Source: an optimization exercise on an open RTL-to-GDS flow (aim: small area, a short achievable clock period and few clock cycles per item). Production flows keep margins and buffers that such runs may drop. Only simulation tests tie the RTL to the original design; equivalence was not proved. The clock port is modelled as an ideal driver, which makes a skipped or thinned clock tree look cheaper than it is; a real chip needs a root buffer or a tree. Power and IR drop assume default switching activity.

Setup of v8:
// RIM
module RIM(
    input clk,rst_n,in_valid,
    input [7:0] maze,
    output reg out_valid,
    output reg [2:0] out_row,out_col
);
Size: roughly 270 cells after synthesis, about 0.0026 mm2 of cells after synthesis.
clock: 8.0 ns
lec_check: 0
abc_clock_period_in_ps: 2500
cap_margin: 20
core_margin: 2
core_utilization: 40
slew_margin: 20
standard.sh (not shown) runs the stock make flow with config.mk's settings and CLKGATE_MAP_FILE= SYNTH_SCRIPT=/design/flow/synth_recipe.tcl, a recipe that flattens the netlist after the stock synthesis.
==> flow/flow/run.sh <==
#!/bin/bash
# Standard ORFS layout (the standard.sh, standard synthesis unchanged),
# with the extra make settings listed in flow/args.txt (one per line).
set -euo pipefail
mapfile -t ARGS < <(grep -v '^#' flow/args.txt | grep -v '^$')
bash standard.sh "${ARGS[@]}" finish > standard_flow.log 2>&1
==> flow/flow/args.txt <==
SETUP_SLACK_MARGIN=5.5
BUFFER_PORTS_ARGS=-buffer_cell sky130_fd_sc_hd__buf_1
v8: full flow OK, the timing, DRC and antenna checks passed
Testbench counts of v8, summed over its fixed seeds: cycles 11,040, mazes 480.
### v8 -> v39
==> flow/flow/run.sh <==
#!/bin/bash
# Standard ORFS layout (the standard.sh, standard synthesis unchanged),
# with the extra make settings listed in flow/args.txt (one per line), and
# the clock tree replaced by flow/oneclk.tcl (run as the PRE_CTS hook).
set -euo pipefail
mapfile -t ARGS < <(grep -v '^#' flow/args.txt | grep -v '^$')
bash standard.sh "${ARGS[@]}" PRE_CTS_TCL=$PWD/flow/oneclk.tcl finish > standard_flow.log 2>&1
==> flow/flow/oneclk.tcl (new file) <==
# PRE_CTS hook: replace the clock tree by a few clock buffers, each driving an
# equal share of the clock sinks (split by x position) from the centre of its
# share, so the clock reaches every register through exactly one buffer.
# TritonCTS is then skipped: clock_tree_synthesis becomes a no-op.
set clkbuf_cell sky130_fd_sc_hd__clkbuf_16
set sinks_per_buf 32
set db [ord::get_db]
set block [ord::get_db_block]
set m [$db findMaster $clkbuf_cell]
set clk [$block findNet clk]
set sinks {}
foreach it [$clk getITerms] {
  set bb [[$it getInst] getBBox]
  lappend sinks [list [expr {([$bb xMin]+[$bb xMax])/2}] [expr {([$bb yMin]+[$bb yMax])/2}] $it]
}
set sinks [lsort -integer -index 0 $sinks]
set ns [llength $sinks]
set nb [expr {($ns + $sinks_per_buf - 1) / $sinks_per_buf}]
puts "oneclk: $ns clock sinks, $nb buffers ($clkbuf_cell)"
for {set g 0} {$g < $nb} {incr g} {
  set lo [expr {$g*$ns/$nb}]
  set hi [expr {($g+1)*$ns/$nb - 1}]
  set nn [odb::dbNet_create $block clknet_root_$g]
  $nn setSigType CLOCK
  set inst [odb::dbInst_create $block $m clkbuf_root_$g]
  set xs 0; set ys 0; set n 0
  foreach s [lrange $sinks $lo $hi] {
    lassign $s x y it
    incr xs $x; incr ys $y; incr n
    $it disconnect
    $it connect $nn
  }
  $inst setLocation [expr {$xs/$n}] [expr {$ys/$n}]
  $inst setPlacementStatus PLACED
  foreach it [$inst getITerms] {
    set mt [[$it getMTerm] getName]
    if {$mt == "A"} {$it connect $clk}
    if {$mt == "X"} {$it connect $nn}
  }
}
detailed_placement
rename clock_tree_synthesis {}
proc clock_tree_synthesis {args} { puts "clock_tree_synthesis skipped: clock buffers placed by oneclk.tcl" }
==> summary.txt <==
- v39 ended with every stage complete and zero timing, DRC or antenna violations.
- Number of non-clock inverters in the layout: v8 vs v39 — no meaningful difference
- Summary of v39 over v8: post-cts hold buffer count stayed essentially flat; combinational power share went up by 1.3 points.
- Post-route clock period utilization delta for v39 relative to v8: 1.1 points lower
- Met2 wirelength from detailed routing (lower): v39
- Lower cell area was reported by v39, not v8.
- [v39 vs v8] power per unit of standard cell area: lower in v39
- Going from v8 to v39, worst setup slack grows by 0.086 ns.
- Taking v8 as the reference point, the filler cell count of v39 rises by 4.0%.
- Going from v8 to v39, total power now smaller; worst slew slack as a fraction of its limit saw little to no change.
diff inputs: v39 => v21
==> flow/flow/args.txt <==
SETUP_SLACK_MARGIN=5.8
BUFFER_PORTS_ARGS=-buffer_cell sky130_fd_sc_hd__buf_1
## What came out
Higher share of final-layout standard cells stronger than drive strength 1 goes to v21 over v39. Per the comparison of v21 with v39, global-route usage level, number of violations of the max-capacitance limit level. Looking at hold slack, v21 sits 0.0047 ns lower than v39 does. v21 has total power above what v39 had. Per the comparison of v21 with v39, routed wire length rose 210 um, critical path data arrival time fell 0.08 ns. Side by side, via count turned out higher in v21 than in v39. The lower relative slew slack of v39 and v21 is in v21. Against v39 as the reference, v21 delivers a higher core occupancy in the finished layout. v39 ended up with out_col[0] as its endpoint of the worst setup timing path; v21 ended up with out_row[0]. v21 vs v39 on minimum clock period after layout: v21 is the lower one.
#### Input delta (v5 over v21)
==> flow/flow/args.txt <==
SETUP_SLACK_MARGIN=5.5
BUFFER_PORTS_ARGS=-buffer_cell sky130_fd_sc_hd__buf_1
--- a/flow/flow/oneclk.tcl
+++ b/flow/flow/oneclk.tcl
@@ -4,4 +4,4 @@
 # TritonCTS is then skipped: clock_tree_synthesis becomes a no-op.
-set clkbuf_cell sky130_fd_sc_hd__clkbuf_16
-set sinks_per_buf 32
+set clkbuf_cell sky130_fd_sc_hd__clkbuf_8
+set sinks_per_buf 16
 set db [ord::get_db]
Results
Compared with v21, v5 improves via count. Taking v21 as the reference, in v5 total power saw a decrease, global-route usage shows no meaningful change, wire length of the first global-routing pass essentially unchanged.
Input changes introduced in v52 (baseline for comparison: v5):
==> flow/flow/args.txt <==
SETUP_SLACK_MARGIN=6.0
BUFFER_PORTS_ARGS=-buffer_cell sky130_fd_sc_hd__buf_1
--- a/flow/flow/oneclk.tcl
+++ b/flow/flow/oneclk.tcl
@@ -4,4 +4,4 @@
 # TritonCTS is then skipped: clock_tree_synthesis becomes a no-op.
-set clkbuf_cell sky130_fd_sc_hd__clkbuf_8
-set sinks_per_buf 16
+set clkbuf_cell sky130_fd_sc_hd__clkbuf_16
+set sinks_per_buf 32
 set db [ord::get_db]
==> comparison <==
Delta (v52 minus v5): count of inverters not on the clock network in the layout closely matched the old numbers; sequential share of layout area fell by 3.2 points; global-route total usage across every layer stayed essentially flat.
On wire length of the first global-routing pass, v52 and v5 are neck and neck.
v5 | stages: all done | timing, DRC, antenna: all pass
v52 did not stop at any stage, and its layout met the timing, DRC and antenna checks.
[compare] base=v5 new=v52: total power +11%, number of vias in the routed layout went up 86.
Summary of v52 over v5: final worst-path setup slack +0.043 ns, relative contribution of combinational cells to total power +8.1 points, clock group share of total power -1.4 points.
The clock cells of v39, v21, v5 and v52 come from the design's own scripts or RTL, not from TritonCTS.

## separate check: timing with driven ports
How much do the figures lean on ideal ports? The routed layouts below were timed once more, with nothing changed but the port constraints. Step 1, drivers: a clkbuf_16 drives clk and a buf_2 each remaining input, both assumed. Step 2, shift: input delay + t, output delay - t, t = (earliest + latest rising clock arrival at the registers) / 2. This alone moves slack from input paths to output paths. a / b / c = ideal / step 1 / step 2; a / b = the first two.
run | shift t [ns] | setup WS [ns] | latest minus earliest clock arrival (ns)
v8 | 0.357 | 5.496 / 5.469 / 5.672 | 0.006 / 0.007
v39 | 0.213 | 5.583 / 5.537 / 5.628 | 0.011 / 0.011
v21 | 0.217 | 5.660 / 5.613 / 5.752 | 0.017 / 0.017
v5 | 0.205 | 5.599 / 5.548 / 5.691 | 0.012 / 0.012
v52 | 0.217 | 5.642 / 5.595 / 5.768 | 0.011 / 0.011
After both steps setup and hold are still met in every run listed.
